What follows belongs to an exercise in optimizing a design on an open flow for small area, a short achievable clock period and few clock cycles; a production flow would make more cautious choices. RTL that was checked went through simulation tests only; none was proved equivalent to the original. For runs 2 to 4, only the layout was checked, not whether the RTL still works.

==> flow/design.v (outline; a module is shown in full before it is edited, if it fits) <==
// module SNN: 1295 lines
module SNN(
	clk,
	rst_n,
	in_valid,
	img,
	ker,
	weight,
	out_valid,
	out_data
);
  // ...
==> flow/flow/run.sh <==
#!/bin/bash
# The standard layout with one netlist pass between synthesis and floorplan:
# flow/invopt.py folds away the inverters that Yosys's full-adder extraction
# leaves between full adder cells (a full adder is self-dual, so adders are
# flipped to need fewer inverters, and simple gates swapped for their
# complementary cells). Registers and all other cells are kept.
# Each tool writes its full output to its own log in this folder.
set -euo pipefail
R=orfs/results/${FLOW_PLATFORM}/SNN/base
bash standard.sh synth > synth.log 2>&1
cp "$R/1_2_yosys.v" 1_2_yosys.before_invopt.v
python3 flow/invopt.py "$R/1_2_yosys.v" > invopt.log 2>&1
rm -f "$R/1_synth.odb" "$R/1_synth.sdc"
bash standard.sh > layout.log 2>&1
==> flow/flow/invopt.py <==
#!/usr/bin/env python3
"""Removes the inverters that Yosys's full-adder extraction leaves between
full adder cells. A full adder is self-dual (FA(~a,~b,~c) = ~FA(a,b,c) on
both outputs), so each full adder may be flipped: its inputs and outputs
change polarity. Flips are chosen by local search to minimise the number of
signals whose complement is needed; a simple gate whose loads all want its
complement is swapped for its complementary cell (and2 <-> nand2, ...);
then every remaining inverter is rebuilt, one per signal that needs its
complement. Registers and all other cells are kept as they are.
usage: invopt.py netlist.v  (rewrites the file in place)"""
import re, sys

path = sys.argv[1]
src = open(path).read()
m = re.search(r'^(.*?\bmodule\s+\S+\s*\(.*?\);)(.*)(\bendmodule\b.*)$', src, re.S)
head, body, tail = m.group(1), m.group(2), m.group(3)

OUTS = {'X', 'Y', 'Q', 'Q_N', 'SUM', 'COUT', 'HI', 'LO'}
stmts = [s for s in body.split(';')]
decls, insts, others = [], [], []
inst_re = re.compile(r'^\s*(sky130_fd_sc_hd__\w+)\s+(\S+)\s*\((.*)\)\s*$', re.S)
pin_re = re.compile(r'\.(\w+)\s*\(\s*(.*?)\s*\)\s*(?:,|$)', re.S)
for s in stmts:
    t = re.sub(r'\(\*.*?\*\)', '', s).strip()
    if not t:
        continue
    mi = inst_re.match(t)
    if mi:
        pins = [(p, n.strip()) for p, n in pin_re.findall(mi.group(3))]
        insts.append([mi.group(1), mi.group(2), pins])
    elif re.match(r'^(input|output|inout|wire|reg)\b', t):
        decls.append(t)
    else:
        others.append(t)

# nets referenced outside cell pins (ports, assigns) stay as they are
port_nets = set()
for d in decls:
    if d.startswith('output') or d.startswith('input'):
        pass
fixed_text = ' '.join(others)

driver = {}
for idx, (typ, name, pins) in enumerate(insts):
    for p, n in pins:
        if p in OUTS:
            driver[n] = (idx, p)

def is_inv(idx):
    return insts[idx][0].startswith('sky130_fd_sc_hd__inv_')

out_ports = set()
for d in decls:
    mo = re.match(r'^output\s+(?:\[(\d+):(\d+)\]\s*)?(\S+)', d)
    if mo:
        if mo.group(1):
            for b in range(int(mo.group(2)), int(mo.group(1)) + 1):
                out_ports.add(f'{mo.group(3)}[{b}]')
        else:
            out_ports.add(mo.group(3))

def keep_inv(idx):
    y = dict(insts[idx][2])['Y']
    return y in out_ports or y in fixed_text

def root(n):
    """(root net, parity) following removable inverters"""
    par = 0
    seen = 0
    while n in driver and is_inv(driver[n][0]) and not keep_inv(driver[n][0]) and seen < 100:
        n = dict(insts[driver[n][0]][2])['A']
        par ^= 1
        seen += 1
    return n, par

# consumers: (inst idx, pin, root, parity)
cons = []
for idx, (typ, name, pins) in enumerate(insts):
    if is_inv(idx) and not keep_inv(idx):
        continue
    for p, n in pins:
        if p in OUTS:
            continue
        r, par = root(n)
        cons.append([idx, p, r, par])

fa = [i for i, (t, _, _) in enumerate(insts) if t.startswith('sky130_fd_sc_hd__fa_')]
fa_set = set(fa)
flip = {i: 0 for i in fa}

def drv_flip(r):
    d = driver.get(r)
    if d and d[0] in fa_set:
        return flip[d[0]]
    return 0

# simple gates that have a complementary cell with the same inputs: a root
# driven by one whose consumers all want the complement is swapped instead
INV_AREA = 3.75
PAIRS = [('and2_1','nand2_1',6.26,3.75,'X','Y'), ('or2_1','nor2_1',6.26,3.75,'X','Y'),
    ('xor2_1','xnor2_1',8.76,8.76,'X','Y'), ('and3_1','nand3_1',6.26,5.00,'X','Y'),
    ('or3_1','nor3_1',6.26,5.00,'X','Y'), ('nor2b_1','or2b_1',6.26,7.51,'Y','X'),
    ('nand2b_1','and2b_1',6.26,7.51,'Y','X'), ('a21o_1','a21oi_1',7.51,5.00,'X','Y'),
    ('o21a_1','o21ai_1',7.51,5.00,'X','Y'), ('o21a_1','o21ai_0',7.51,5.00,'X','Y'),
    ('a22o_1','a22oi_1',8.76,7.51,'X','Y'), ('o22a_1','o22ai_1',8.76,6.26,'X','Y'),
    ('a31o_1','a31oi_1',8.76,6.26,'X','Y'), ('a211o_1','a211oi_1',8.76,7.51,'X','Y'),
    ('o211a_1','o211ai_1',10.01,7.51,'X','Y'), ('mux2_1','mux2i_1',11.26,10.01,'X','Y'),
    ('and4_1','nand4_1',8.76,6.26,'X','Y'), ('or4_1','nor4_1',7.51,6.26,'X','Y'),
    ('a21bo_1','a21boi_0',10.01,7.51,'X','Y'), ('o21ba_1','o21bai_1',10.01,7.51,'X','Y'),
    ('a2bb2o_1','a2bb2oi_1',10.01,8.76,'X','Y'), ('o2bb2a_1','o2bb2ai_1',10.01,8.76,'X','Y'),
    ('a32o_1','a32oi_1',10.01,8.76,'X','Y'), ('o31a_1','o31ai_1',8.76,7.51,'X','Y'),
    ('o32a_1','o32ai_1',10.01,8.76,'X','Y'), ('a311o_1','a311oi_1',10.01,8.76,'X','Y'),
    ('o311a_1','o311ai_0',10.01,8.76,'X','Y'), ('a41o_1','a41oi_1',10.01,8.76,'X','Y'),
    ('o41a_1','o41ai_1',11.26,8.76,'X','Y'), ('a221o_1','a221oi_1',10.01,8.76,'X','Y'),
    ('o221a_1','o221ai_1',11.26,8.76,'X','Y'), ('a2111o_1','a2111oi_0',11.26,8.76,'X','Y'),
    ('o2111a_1','o2111ai_1',11.26,8.76,'X','Y'), ('and3b_1','nand3b_1',8.76,7.51,'X','Y'),
    ('or3b_1','nor3b_1',8.76,7.51,'X','Y'), ('and4b_1','nand4b_1',10.01,8.76,'X','Y'),
    ('or4b_1','nor4b_1',10.01,8.76,'X','Y')]
# cell -> (complementary cell, its output pin here, output pin there, area change)
SWAP = {}
for a, b, aa, ab, oa, ob in PAIRS:
    pa, pb = 'sky130_fd_sc_hd__' + a, 'sky130_fd_sc_hd__' + b
    SWAP.setdefault(pa, (pb, oa, ob, ab - aa))
    SWAP.setdefault(pb, (pa, ob, oa, aa - ab))
def swappable(r):
    d = driver.get(r)
    return d is not None and insts[d[0]][0] in SWAP and r not in out_ports and r not in fixed_text

by_root = {}
for c in cons:
    by_root.setdefault(c[2], []).append(c)
def comp_state(r):
    """(state, area): 0 no consumer wants the complement; 1 some do (an
    inverter); 2 all do and swapping the driver for its complementary cell
    costs less than an inverter"""
    f = drv_flip(r)
    es = [par ^ f ^ (flip[idx] if idx in fa_set else 0) for idx, p, rr, par in by_root[r]]
    if not any(es):
        return 0, 0.0
    if all(es) and swappable(r):
        d = SWAP[insts[driver[r][0]][0]][3]
        if d < INV_AREA:
            return 2, d
    return 1, INV_AREA
PHASE = [1]
def need_comp(r):
    st, a = comp_state(r)
    if PHASE[0] == 1:
        # first phase: count inverters only, any swap is free
        if st == 0:
            return 0.0
        f = drv_flip(r)
        es = [par ^ f ^ (flip[idx] if idx in fa_set else 0) for idx, p, rr, par in by_root[r]]
        return 0.0 if (all(es) and swappable(r)) else 1.0
    return a
def cost_around(i):
    roots = set()
    for p, n in insts[i][2]:
        if p in OUTS:
            roots.add(n)
        else:
            roots.add(root(n)[0])
    return sum(need_comp(r) for r in roots if r in by_root), roots

before = sum(need_comp(r) for r in by_root)
def descend():
    rounds = 0
    improved = True
    while improved and rounds < 50:
        improved = False
        rounds += 1
        for i in fa:
            c0, roots = cost_around(i)
            flip[i] ^= 1
            c1 = sum(need_comp(r) for r in roots if r in by_root)
            if c1 < c0 - 1e-9:
                improved = True
            else:
                flip[i] ^= 1
    return rounds
import random
rng = random.Random(1)
def search(trials):
    descend()
    best = (sum(need_comp(r) for r in by_root), dict(flip))
    for trial in range(trials):
        # perturb the best solution and descend again
        for i in fa:
            flip[i] = best[1][i]
        for i in rng.sample(fa, max(1, len(fa) // 10)):
            flip[i] ^= 1
        descend()
        c = sum(need_comp(r) for r in by_root)
        if c < best[0] - 1e-9:
            best = (c, dict(flip))
    for i in fa:
        flip[i] = best[1][i]
search(300)
PHASE[0] = 2
before = len([i for i in range(len(insts)) if is_inv(i)]) * INV_AREA
search(100)
after = sum(need_comp(r) for r in by_root)

# rebuild: remove removable inverters, one new inverter per root needing its complement
comp_net = {}
new_insts = []
swapped = set()
k = 0
for r in sorted(by_root):
    if comp_state(r)[0] == 2:
        swapped.add(r)
        comp_net[r] = r
    elif comp_state(r)[0] == 1:
        k += 1
        nn = f'_invopt_n{k}_'
        comp_net[r] = nn
        new_insts.append(['sky130_fd_sc_hd__inv_1', f'_invopt_{k}_', [('A', r), ('Y', nn)]])
newpins = {}
for idx, p, r, par in cons:
    e = par ^ drv_flip(r) ^ (flip[idx] if idx in fa_set else 0)
    newpins[(idx, p)] = comp_net[r] if e else r
out = []
for idx, (typ, name, pins) in enumerate(insts):
    if is_inv(idx) and not keep_inv(idx):
        continue
    ps = [(p, newpins.get((idx, p), n)) for p, n in pins]
    outnets = [n for p, n in pins if p in OUTS]
    if outnets and outnets[0] in swapped:
        ntyp, po, pn, _ = SWAP[typ]
        typ = ntyp
        ps = [(pn if p == po else p, n) for p, n in ps]
    out.append([typ, name, ps])
out += new_insts

def net(n):
    return n + ' ' if n.startswith('\\') else n
lines = [head]
for d in decls:
    lines.append('  ' + d + ' ;')
for d in new_insts:
    lines.append(f'  wire {d[2][1][1]};')
for typ, name, ps in out:
    conn = ',\n    '.join(f'.{p}({net(n)})' for p, n in ps)
    lines.append(f'  {typ} {net(name)}(\n    {conn}\n  );')
for o in others:
    lines.append('  ' + o + ' ;')
lines.append(tail)
open(path, 'w').write('\n'.join(lines) + ('\n' if not tail.endswith('\n') else ''))
ninv = sum(1 for i in range(len(insts)) if is_inv(i))
print(f'invopt: area of inverters and swaps {before:.1f} -> {after:.1f} um2; {ninv} inverters before, {len(new_insts)} after '
      f'({sum(1 for i in range(len(insts)) if is_inv(i) and keep_inv(i))} kept on ports); '
      f'{sum(flip.values())} of {len(fa)} full adders flipped; {len(swapped)} gates swapped')
==> flow/standard.sh <==
#!/bin/bash
# synth_recipe.tcl (not shown) runs the flow's synth.tcl, then flattens the netlist and writes it again
# the make line also repeats each setting of config.mk as NAME=value (left out here)
make -C /OpenROAD-flow-scripts/flow DESIGN_CONFIG=/design/flow/config.mk WORK_HOME=/design/flow/orfs CLKGATE_MAP_FILE= SYNTH_SCRIPT=/design/flow/synth_recipe.tcl "${@:-finish}"
==> flow/config.mk <==
export PLATFORM = sky130hd
export DESIGN_NAME = SNN
export DESIGN_NICKNAME = SNN
export VERILOG_FILES = /design/flow/design.v
export SDC_FILE = /design/flow/constraint.sdc
export NUM_CORES = 4
export LEC_CHECK = 0
export CAP_MARGIN = 50
export CORE_MARGIN = 2
export CORE_UTILIZATION = 60
export CTS_BUF_LIST = sky130_fd_sc_hd__clkbuf_16
export CTS_CLUSTER_DIAMETER = 60
export CTS_CLUSTER_SIZE = 24
export SLEW_MARGIN = 70
==> flow/constraint.sdc <==
create_clock -name core_clock -period 15.0 [get_ports {clk}]
set_input_delay 3.0000 -clock core_clock [delete_from_list [all_inputs] [get_ports {clk}]]
set_output_delay 3.0000 -clock core_clock [all_outputs]
set_load 0.01 [all_outputs]
==> results.yml, run 1 <==
run_status:
  status: "no timing/DRC/antenna violations"
cts:
  clock_latency_ns: 0.61
  cts_resized: 0
  htreeDepth: 2
final_layout:
  clock_cell_area_share_pct: 3.84
  diodes: 4
  final_cell_mix: "fa_1, nor2_1, dfxtp_1, ha_1, edfxtp_1"
  multi_input_area_share_pct: 53.9
min_path:
  hp-start: "lb[9][6]$_DFF_P_"
detailed_routing:
  vias_per_cell: 5.73
  ant_nets: 0
  drc: 0
worst_setup_path:
  startpoint: "RQ[12]$_DFF_P_"
  crit_fanout: 8
  crit_arrival_ns: 5.64
  crit_top_cell: "fa_1"
  cp-end-kind: "flip-flop"
  crit_cells: 14
  crit_path_end: "qbot[6]$_SDFF_PP0_"
  r2r_start: "RQ[12]$_DFF_P_"
placed_design:
  post_dp_cell_area_um2: 35900
sta:
  worstMarginPinSlew_ns: 0.485
  timing.fmax_mhz: 193
  slew_viol_final: 0
die:
  fp-row-count: 86
global_routing:
  grt_use_total_pct: 29.5
synth:
  ys_warn_count: 5
flow_run:
  cap_viol_max_count: 0
Testbench counts, summed over its fixed seeds: cycles 24,968.
==> inputs of run 2 (changes only) <==
--- a/flow/design.v
+++ b/flow/design.v
@@ -69,17 +69,17 @@
 wire [7:0] pb = px;
 wire [7:0] k0 = k[0], k1 = k[1], k2 = k[2], k3 = k[3], k4 = k[4],
            k5 = k[5], k6 = k[6], k7 = k[7], k8 = k[8];
 reg  [7:0] q3;
 reg  [7:0] mx [0:1];
 reg  [7:0] ab_a, ab_b;
 reg        e0, e1, e2, e3, e4;    
 wire [7:0] l10 = lb[10], l11 = lb[11], l4 = lb[4], l5 = lb[5];
-reg        pj1, qj1, pacc, qrqd, qzero;
+reg        pj1, qj1, pacc, qrqd, qrp;
 wire [2:0] ncol = v1 ? (col1 == 5 ? 3'd0 : col1 + 1) : col1;    
 wire [7:0] pta = e0 ? ab_a : e2 ? mx[0] : pj1 ? l11 : l10;
 wire [7:0] ptb = e0 ? ab_b : e2 ? 8'd0  : pj1 ? l5 : l4;
 wire [7:0] pka = (e0 || e2) ? w[0] : pj1 ? k1 : k0;
 wire [7:0] pkb = e0 ? w[2] : pj1 ? k4 : k3;
 wire [7:0] qta = e1 ? ab_a : e2 ? mx[0] : qj1 ? l10 : l11;
 wire [7:0] qtb = e1 ? ab_b : e2 ? 8'd0  : qj1 ? l4 : l5;
 wire [7:0] qka = (e1 || e2) ? w[1] : qj1 ? k1 : k2;
@@ -87,17 +87,17 @@
 reg  [16:0] tpa, tpb, tqa, tqb;
 wire [16:0] tpa_n, tpb_n, tqa_n, tqb_n;
 reg  [7:0] pbot, qbot, pkv, qkv;
 reg  [18:0] RP, RPd, RQd;
 reg  [19:0] RQ;
 wire [18:0] RP_n;
 wire [19:0] RQ_n;
 wire [18:0] accp = pacc ? RPd : 19'd0;
-wire [18:0] accq = qzero ? 19'd0 : qrqd ? RQd : RP;
+wire [18:0] accq = ({19{qrqd}} & RQd) | ({19{qrp}} & RP);
 wire tmp_1 = (pta[0] & pka[6]) ^ (pta[1] & pka[5]);
 wire tmp_2 = (pta[0] & pka[6]) & (pta[1] & pka[5]);
 wire tmp_3, tmp_4;
 assign {tmp_4, tmp_3} = {1'b0, (pta[0] & pka[7])} + {1'b0, (pta[1] & pka[6])} + {1'b0, (pta[2] & pka[5])};
 wire tmp_5, tmp_6;
 assign {tmp_6, tmp_5} = {1'b0, (pta[3] & pka[4])} + {1'b0, (pta[4] & pka[3])} + {1'b0, (pta[5] & pka[2])};
 wire tmp_7, tmp_8;
 assign {tmp_8, tmp_7} = {1'b0, (pta[1] & pka[7])} + {1'b0, (pta[2] & pka[6])} + {1'b0, (pta[3] & pka[5])};
@@ -902,18 +902,18 @@
 	RQd <= RQ[18:0];
 	pbot <= e0 ? 8'd0 : e2 ? vb : (ncol >= 4) ? px : img;
 	pkv <= e2 ? w[2] : (ncol >= 4) ? k7 : k6;
 	qbot <= e1 ? 8'd0 : e2 ? vb : (ncol == 1 || ncol == 2) ? img : px;
 	qkv <= e2 ? w[3] : (ncol == 1 || ncol == 2) ? k7 : k8;
 	pj1 <= ncol == 3 || ncol == 4;
 	qj1 <= ncol == 0 || ncol == 1;
 	pacc <= (ncol == 4 || ncol == 5) && !e0 && !e2;
-	qrqd <= ncol == 3 || ncol == 4;
-	qzero <= e1 || e2;
+	qrqd <= (ncol == 3 || ncol == 4) && !e1 && !e2;
+	qrp <= !(ncol == 3 || ncol == 4) && !e1 && !e2;
 end
 always @(posedge clk or negedge rst_n) begin
 	if(!rst_n) begin
 		e0 <= 0; e1 <= 0; e2 <= 0; e3 <= 0; e4 <= 0;
 	end
 	else begin
 		e0 <= v1 && row1 == 5 && col1 == 4;
 		e1 <= e0;
--- a/flow/flow/run.sh
+++ b/flow/flow/run.sh
@@ -6,9 +6,10 @@
 # complementary cells). Registers and all other cells are kept.
 # Each tool writes its full output to its own log in this folder.
 set -euo pipefail
 R=orfs/results/${FLOW_PLATFORM}/SNN/base
 bash standard.sh synth > synth.log 2>&1
 cp "$R/1_2_yosys.v" 1_2_yosys.before_invopt.v
 python3 flow/invopt.py "$R/1_2_yosys.v" > invopt.log 2>&1
 rm -f "$R/1_synth.odb" "$R/1_synth.sdc"
-bash standard.sh > layout.log 2>&1
+# repair aims at a setup slack of 10 ns (the clock period is unchanged)
+bash standard.sh finish SETUP_SLACK_MARGIN=10 > layout.log 2>&1
==> results.yml, run 2 <==
run_status:
  status: "no timing/DRC/antenna violations"
worst_setup_path:
  crit_fanout: 7
  r2r_slack_ns: 10.08
  cp_slowest_stage_delay_ns: 0.51
  path_delay_family: "adder cells"
  required_ns: 15.52
  crit_path_start_kind: "flip-flop"
  crit_top_cell: "fa_1"
  slowest_stage: "fa_1"
  crit_arrival_ns: 5.44
  path_cells: "and2_4, fa_1, fa_1, inv_1, fa_1, fa_1, inv_1, fa_1, ha_4, nor3_2, o211ai_1, a31o_2, o41ai_4, o21bai_1, a21oi_2, xnor2_2"
  worstSetupPathType: "reg2reg"
  cp_num_buf_inv: 2
  cp-end-kind: "flip-flop"
min_path:
  hold_class: "reg2reg"
global_routing:
  grt_use_total_pct: 29.9
  grt_pass1_wl_um: 129000
  grt_pass1_vias: 22500
  grt-ovfl-total: 0
  antenna_found_initial: 2
  grt_max_degree: 59
final_layout:
  final_cell_mix: "fa_1, nor2_1, dfxtp_1, ha_1, edfxtp_1"
  nets: 3557
  final_common_cell: "fa_1"
  layout-drive-gt1-share_pct: 13.3
  area_growth_pct: 12.5
  stdcell_area_um2: 38000
  largest-register: "lb"
  largest_reg_flops: 96
  top_regs: "lb: 96 flops, k: 72 flops"
cts:
  cts_buffers: 42
  cts.path.max_buffers: 3
  clock_latency_ns: 0.61
  root_buffer: "clkbuf_16"
  clkTransAtPathRegs_ns: 0.09
  cts_tree: "built"
  clock-sinks: 562
  htreeDepth: 2
detailed_routing:
  firstDrtPassIters: 5
  ant_nets: 0
  wl_um: 83500
  vias: 21200
  wl_per_cell_um: 22.9
  vias_per_cell: 5.81
  drc: 0
  drtIter0Drc: 1460
sta:
  fin_crit_sh_pct: 32.8
  clock_skew_ns: 0.0368
  holdWs_ns: 0.325
  max_slew_margin_pct: 70.8
  tns_ns: 0
  worstMarginPinSlew_ns: 0.426
  slew_viol_final: 0
  timing.fmax_mhz: 203
  final_hold_viol_count: 0
  setup_viol: 0
  rsz0062_at_grt: "yes"
  period_needed_ns: 4.92
synth:
  syn-num-nets: 3475
  syn-mean-instance-area_um2: 12.1
  syn_inst: 2786
  netlist_area_um2: 33800
  ys_warn_count: 5
die:
  die_w_um: 241
  fp-row-count: 86
  dieArea_um2: 58200
  coreArea_um2: 55300
  die_h_um: 241
  initial_utilization_pct: 61.0
  ios: 38
placed_design:
  post_dp_cell_area_um2: 36100
  dp.final_hpwl_um: 66100
  gp_congestion: 0.895
  port_buffers: 37
flow_run:
  cap_viol_max_count: 0
-- run 2: cell types whose count changed in the layout (fill, tap and decap cells not counted), sizes merged, moves of 9 or more --
cell	delta
nor2	-29
mux2i	-26
a22o	+16
buf	+16
a21o	+14
o21ai	-12
or2	-10
mux2	+9
-- run 2: layout make-up --
class	count	area, um2
Inverter	189	713
Fill cell	4104	17300
Antenna cell	3	7.51
Timing Repair Buffer	91	956
Clock inverter	35	387
Clock buffer	43	1080
Sequential cell	562	13500
Multi-Input combinational cell	1982	20400
Tap cell	748	936
-- run 2: path summary, 6_finish.rpt --
path,from,to,cells after the start
max,pbot[0]$_SDFF_PP0_,RP[16]$_DFF_P_,16
min,lb[7][1]$_DFF_P_,lb[8][1]$_DFF_P_,0
max reg2reg,pbot[0]$_SDFF_PP0_,RP[16]$_DFF_P_,16
min reg2reg,lb[7][1]$_DFF_P_,lb[8][1]$_DFF_P_,0
max in group asynchronous,rst_n,pim$_DFFE_PN0P_,1
min in group asynchronous,rst_n,row1[2]$_DFFE_PN0P_,1
-- run 2: worst reg2reg max path: cells and delay by family (launching register included) --
kind | cells | cell delay [ns]
flip-flops | 1 | 0.41
buffers and inverters | 2 | 0.12
AO/OA/AOI/OAI | 5 | 1.24
XOR/XNOR | 1 | 0.14
adder cells (fa/ha/maj) | 6 | 2.62
AND/OR/NAND/NOR | 2 | 0.29
-- run 2: routing by layer --
metal / up-vias / share of wire (%) / global-route usage (%) / wire length (um)
met5: - / 0 / 0 / 0
met4: 0 / 3.1 / 9.03 / 2570
met3: 153 / 6.0 / 4.68 / 5020
met2: 619 / 49 / 49.7 / 40700
met1: 10900 / 42 / 40.7 / 35200
li1: 9557 / - / - / -
-- run 2: per-stage QoR --
step | std cells | worst slack [ns] | utilization, %
after floorplan | 2786 | 10.27 | -
after global placement | 3544 | 9.41 | 63.4
after detailed placement | 3557 | 9.77 | 65.2
after CTS | 3636 | 9.97 | 68.0
after global routing | 3650 | 9.93 | 68.6
final | 3653 | 10.08 | 68.6
-- run 2: timing repair --
| action | in CTS | in global routing |
|---|---|---|
| hold buffers | 0 | 0 |
| hold endpoints to repair | 0 | 0 |
| setup endpoints to repair | 17 | 31 |
| gates cloned | 0 | 1 |
| pin swaps | 3 | 17 |
| buffers inserted | 1 | 13 |
| resized for setup | 16 | 31 |
==> inputs of run 3 (changes only) <==
--- a/flow/flow/run.sh
+++ b/flow/flow/run.sh
@@ -11,5 +11,5 @@
 cp "$R/1_2_yosys.v" 1_2_yosys.before_invopt.v
 python3 flow/invopt.py "$R/1_2_yosys.v" > invopt.log 2>&1
 rm -f "$R/1_synth.odb" "$R/1_synth.sdc"
-# repair aims at a setup slack of 10 ns (the clock period is unchanged)
-bash standard.sh finish SETUP_SLACK_MARGIN=10 > layout.log 2>&1
+# repair aims at a setup slack of 10.5 ns (the clock period is unchanged)
+bash standard.sh finish SETUP_SLACK_MARGIN=10.5 > layout.log 2>&1
==> results.yml, run 3 <==
global_routing:
  grt_pass1_wl_um: 133000
  grt-ovfl-total: 0
  grt_use_total_pct: 30.9
  grt_max_degree: 45
  grt_pass1_vias: 23100
  antenna_found_initial: 1
sta:
  tns_ns: 0
  final_hold_viol_count: 0
  fin_ws_ns: 10.19
  fin_crit_sh_pct: 32.1
  rsz0062_at_grt: "yes"
  max_slew_margin_pct: 69.1
  slew_viol_final: 0
  worstMarginPinSlew_ns: 0.451
  timing.fmax_mhz: 208
  setup_viol: 0
  clock_skew_ns: 0.0429
  period_needed_ns: 4.81
final_layout:
  final_cell_mix: "fa_1, nor2_1, dfxtp_1, ha_1, edfxtp_1"
  nets: 3651
  largest_reg_flops: 96
  final_common_cell: "fa_1"
  area_growth_pct: 18.2
  stdcell_area_um2: 39900
  seqCellArea_um2: 13500
  largest-register: "lb"
  nFillCells: 3894
  layout-drive-gt1-share_pct: 22.1
  multi_input_comb_area_um2: 21300
  top_regs: "lb: 96 flops, k: 72 flops"
  fin_util_pct: 72.1
  diodes: 0
worst_setup_path:
  reg2reg_depth: 14
  crit_arrival_ns: 5.28
  required_ns: 15.47
  reg2reg_to: "tpa[8]$_DFF_P_"
  crit_path_start_kind: "flip-flop"
  r2r_slack_ns: 10.19
  crit_fanout: 8
  worstSetupPathType: "reg2reg"
  cp-end-kind: "flip-flop"
  r2r_start: "e2$_DFF_PN0_"
detailed_routing:
  ant_nets: 0
  wl_per_cell_um: 23.3
  vias: 21800
  firstDrtPassIters: 6
  wl_um: 87300
  drc: 0
  drtIter0Drc: 1751
  vias_per_cell: 5.82
die:
  die_h_um: 241
  die_w_um: 241
  fp-row-count: 86
  coreArea_um2: 55300
  initial_utilization_pct: 61.0
  dieArea_um2: 58200
  ios: 38
cts:
  hold_buffers: 0
  clkTransAtPathRegs_ns: 0.09
  cts.path.max_buffers: 3
  clock_latency_ns: 0.62
  cts_buffers: 44
  cts_tree: "built"
  root_buffer: "clkbuf_16"
  htreeDepth: 2
  clock-sinks: 562
placed_design:
  post_dp_cell_area_um2: 36000
  gp_congestion: 0.958
  dp.final_hpwl_um: 65200
  port_buffers: 37
  pre_cts_slack_ns: 9.82
flow_run:
  cap_viol_max_count: 0
synth:
  syn-num-nets: 3475
  syn_inst: 2786
  syn-mean-instance-area_um2: 12.1
  netlist_area_um2: 33800
  ys_warn_count: 5
min_path:
  hp-start: "lb[0][1]$_DFF_P_"
  holdPathStages: 0
  hold_path_end: "lb[1][1]$_DFF_P_"
  hold_class: "reg2reg"
run_status:
  status: "no timing/DRC/antenna violations"
==> run 3: cell type report <==
type / count / share of cell area (%)
Multi-Input combinational cell: 1983 / 53.5
Inverter: 189 / 1.86
Sequential cell: 562 / 33.9
Timing Repair Buffer: 182 / 4.39
Tap cell: 748 / 2.35
Clock buffer: 46 / 2.88
Clock inverter: 35 / 1.20
==> run 3: worst max-delay path by stage <==
stage | startpoint | endpoint | slack (ns) | depth (start not counted)
after CTS | e2$_DFF_PN0_ | tpa[8]$_DFF_P_ | 10.21 | 14
final | e2$_DFF_PN0_ | tpa[8]$_DFF_P_ | 10.19 | 14
after detailed placement | e2$_DFF_PN0_ | tpa[8]$_DFF_P_ | 9.82 | 14
after global routing | e2$_DFF_PN0_ | tqa[8]$_DFF_P_ | 10.14 | 13
after global placement | RQ[16]$_DFF_P_ | qbot[7]$_SDFF_PP0_ | 9.35 | 14
after floorplan | qbot[0]$_SDFF_PP0_ | RQ[19]$_DFF_P_ | 10.49 | 15
==> run 3: repair_timing <==
action | CTS | global route
pin swaps | 151 | 103
hold endpoints to repair | 0 | 0
resized for setup | 221 | 93
cloned | 4 | 0
endpoints found under the setup margin | 75 | 66
setup buffers | 92 | 24
==> run 3: per-layer routing <==
metal	global-route usage (%)	vias up	wire length, um
li1	-	9718	-
met4	10.7	0	3070
met3	4.86	176	5470
met1	42.5	11200	36700
met2	50.5	706	42000
met5	0	-	0
==> run 3: per-stage QoR <==
stage / std cells / hold WS (ns)
after floorplan: 2786 / 0.310
after global placement: 3536 / 0.310
after detailed placement: 3544 / 0.312
after CTS: 3721 / 0.330
after global routing: 3745 / 0.335
final: 3745 / 0.329
==> run 3: critical path, stage by stage (launching register included) <==
cell and delay [ns]:
dfrtp_4 0.51, buf_16 0.15, buf_16 0.13, or2_4 0.29
buf_12 0.16, nor2_4 0.10, a21oi_4 0.06, or2_4 0.24
fa_1 0.54, inv_1 0.05, fa_2 0.54, fa_2 0.45
fa_2 0.55, fa_2 0.44, fa_1 0.44
==> inputs of run 4 (changes only) <==
--- a/flow/flow/run.sh
+++ b/flow/flow/run.sh
@@ -11,5 +11,5 @@
 cp "$R/1_2_yosys.v" 1_2_yosys.before_invopt.v
 python3 flow/invopt.py "$R/1_2_yosys.v" > invopt.log 2>&1
 rm -f "$R/1_synth.odb" "$R/1_synth.sdc"
-# repair aims at a setup slack of 10.5 ns (the clock period is unchanged)
-bash standard.sh finish SETUP_SLACK_MARGIN=10.5 > layout.log 2>&1
+# repair aims at a setup slack of 9.6 ns (the clock period is unchanged)
+bash standard.sh finish SETUP_SLACK_MARGIN=9.6 > layout.log 2>&1
==> results.yml, run 4 <==
final_layout:
  final_common_cell: "fa_1"
  fin_util_pct: 68.1
  area_growth_pct: 11.7
  layout-drive-gt1-share_pct: 12.2
  top_regs: "lb: 96 flops, k: 72 flops"
  largest_reg_flops: 96
  nFillCells: 4142
  largest-register: "lb"
  final_cells: 3641
  final_cell_mix: "fa_1, nor2_1, dfxtp_1, ha_1, edfxtp_1"
  nets: 3543
cts:
  hold_buffers: 0
  clock_latency_ns: 0.61
  cts_tree: "built"
  htreeDepth: 2
  cts_buffers: 42
  cts.path.max_buffers: 3
  root_buffer: "clkbuf_16"
  clock-sinks: 562
  clkTransAtPathRegs_ns: 0.09
global_routing:
  grt_pass1_wl_um: 129000
  grt-ovfl-total: 0
  grt_use_total_pct: 29.9
  antenna_found_initial: 3
  grt_pass1_vias: 22500
  grt_max_degree: 59
sta:
  fin_ws_ns: 9.85
  period_needed_ns: 5.15
  slew_viol_final: 0
  worstMarginPinSlew_ns: 0.450
  setup_viol: 0
  max_slew_margin_pct: 69.6
  tns_ns: 0
  final_hold_viol_count: 0
  timing.fmax_mhz: 194
  rsz0062_at_grt: "no"
  clock_skew_ns: 0.0379
  fin_crit_sh_pct: 34.3
placed_design:
  gp_congestion: 0.895
  dp.cells: 3557
  pre_cts_slack_ns: 9.77
  port_buffers: 37
  dp.final_hpwl_um: 66100
detailed_routing:
  wl_per_cell_um: 22.8
  vias: 21200
  drc: 0
  firstDrtPassIters: 5
  drtIter0Drc: 1424
  wl_um: 83100
  ant_nets: 0
  vias_per_cell: 5.81
flow_run:
  cap_viol_max_count: 0
worst_setup_path:
  crit_top_cell: "fa_1"
  cp_slowest_stage_delay_ns: 0.54
  cp_num_buf_inv: 4
  required_ns: 15.47
  path_cells: "clkbuf_8, or2_4, buf_8, buf_16, nor2_1, a21oi_4, or2_2, fa_1, inv_1, fa_1, fa_1, fa_1, fa_1, fa_1"
  crit_arrival_ns: 5.62
  crit_path_start_kind: "flip-flop"
  cp-end-kind: "flip-flop"
  path_delay_family: "adder cells"
  crit_fanout: 58
  slowest_stage: "fa_1"
  worstSetupPathType: "reg2reg"
synth:
  netlist_area_um2: 33800
  syn-num-nets: 3475
  ys_warn_count: 5
  syn_inst: 2786
  syn-mean-instance-area_um2: 12.1
die:
  coreArea_um2: 55300
  ios: 38
  fp-row-count: 86
  die_w_um: 241
  initial_utilization_pct: 61.0
  dieArea_um2: 58200
  die_h_um: 241
run_status:
  status: "no timing/DRC/antenna violations"
min_path:
  hold_class: "reg2reg"
## run 4: cell count changes in the layout (fill, tap and decap cells not counted), sizes merged, moves of 4 or more
cell	change
clkdlybuf4s50	+9
dlygate4sd2	-4
inv	+10
clkinvlp	-8
buf	-107
dlymetal6s2s	-5
diode	+5
## run 4: cell type report
cell class,count,area [um2],area share [%]
diodes,5,12.5,0.0332
clock inverters,35,387,1.03
inverters,189,709,1.88
multi-input cells,1982,20300,53.9
repair buffers,77,827,2.19
flip-flops and latches,562,13400,35.6
well taps,748,936,2.48
clock buffers,43,1080,2.85
## run 4: what timing repair did
| item | in CTS | in global routing |
|---|---|---|
| endpoints found under the setup margin | 0 | 2 |
| hold endpoints to repair | 0 | 0 |
| gates resized for setup | 0 | 1 |
| buffers inserted | 0 | 1 |
## run 4: metal layers
layer  GRT usage (%)  share of wire, %  vias up
met3            4.68               6.5      154
met5               0                 0        -
met4            9.03               3.1        0
met1            40.7                42    10800
li1                -                 -     9532
met2            49.7                49      643
## run 4: final timing paths
check                            startpoint                   to  slack (ns)  cells past startpoint
max                            e2$_DFF_PN0_       tpa[8]$_DFF_P_        9.85                     14
min                        lb[7][1]$_DFF_P_     lb[8][1]$_DFF_P_        0.32                      0
max reg2reg                    e2$_DFF_PN0_       tpa[8]$_DFF_P_        9.85                     14
min reg2reg                lb[7][1]$_DFF_P_     lb[8][1]$_DFF_P_        0.32                      0
max in group asynchronous             rst_n      pim$_DFFE_PN0P_       12.36                      1
min in group asynchronous             rst_n  row1[2]$_DFFE_PN0P_        2.32                      1
## run 4: metrics by stage
| step | hold slack (ns) | instance area [um2] |
|---|---|---|
| detailed placement | 0.312 | 36100 |
| floorplan | 0.310 | 33800 |
| CTS | 0.324 | 37500 |
| finish | 0.324 | 37700 |
| global placement | 0.310 | 35000 |
| global route | 0.325 | 37700 |

## re-timing with driven ports
Ports are ideal in the flow. The routed layouts listed here were re-timed in OpenROAD. Step 1 assumes that a clkbuf_16 drives the clock port and a buf_2 every other input. Step 2 adds t to the input delays and takes it off the output delays; t is the mean of the earliest and latest rising clock arrival at the registers after step 1. Input paths then give back, and output paths get back, about the clock's delay inside the block. a / b / c = no drivers / after step 1 / after step 2; a / b = the first two.
| run | t (ns) | setup slack, ns | worst setup path after step 2 | worst slew at a driven data input, ns | cell pins on the clock port's net |
|---|---|---|---|---|---|
| run 1 | 0.652 | 9.825 / 9.825 / 9.825 | register to register | 0.04 | 1 |
| run 2 | 0.654 | 10.081 / 10.081 / 10.081 | register to register | 0.05 | 1 |
| run 3 | 0.661 | 10.189 / 10.189 / 10.189 | register to register | 0.05 | 1 |
| run 4 | 0.653 | 9.851 / 9.851 / 9.851 | register to register | 0.04 | 1 |
After both steps every run listed still meets setup and hold.
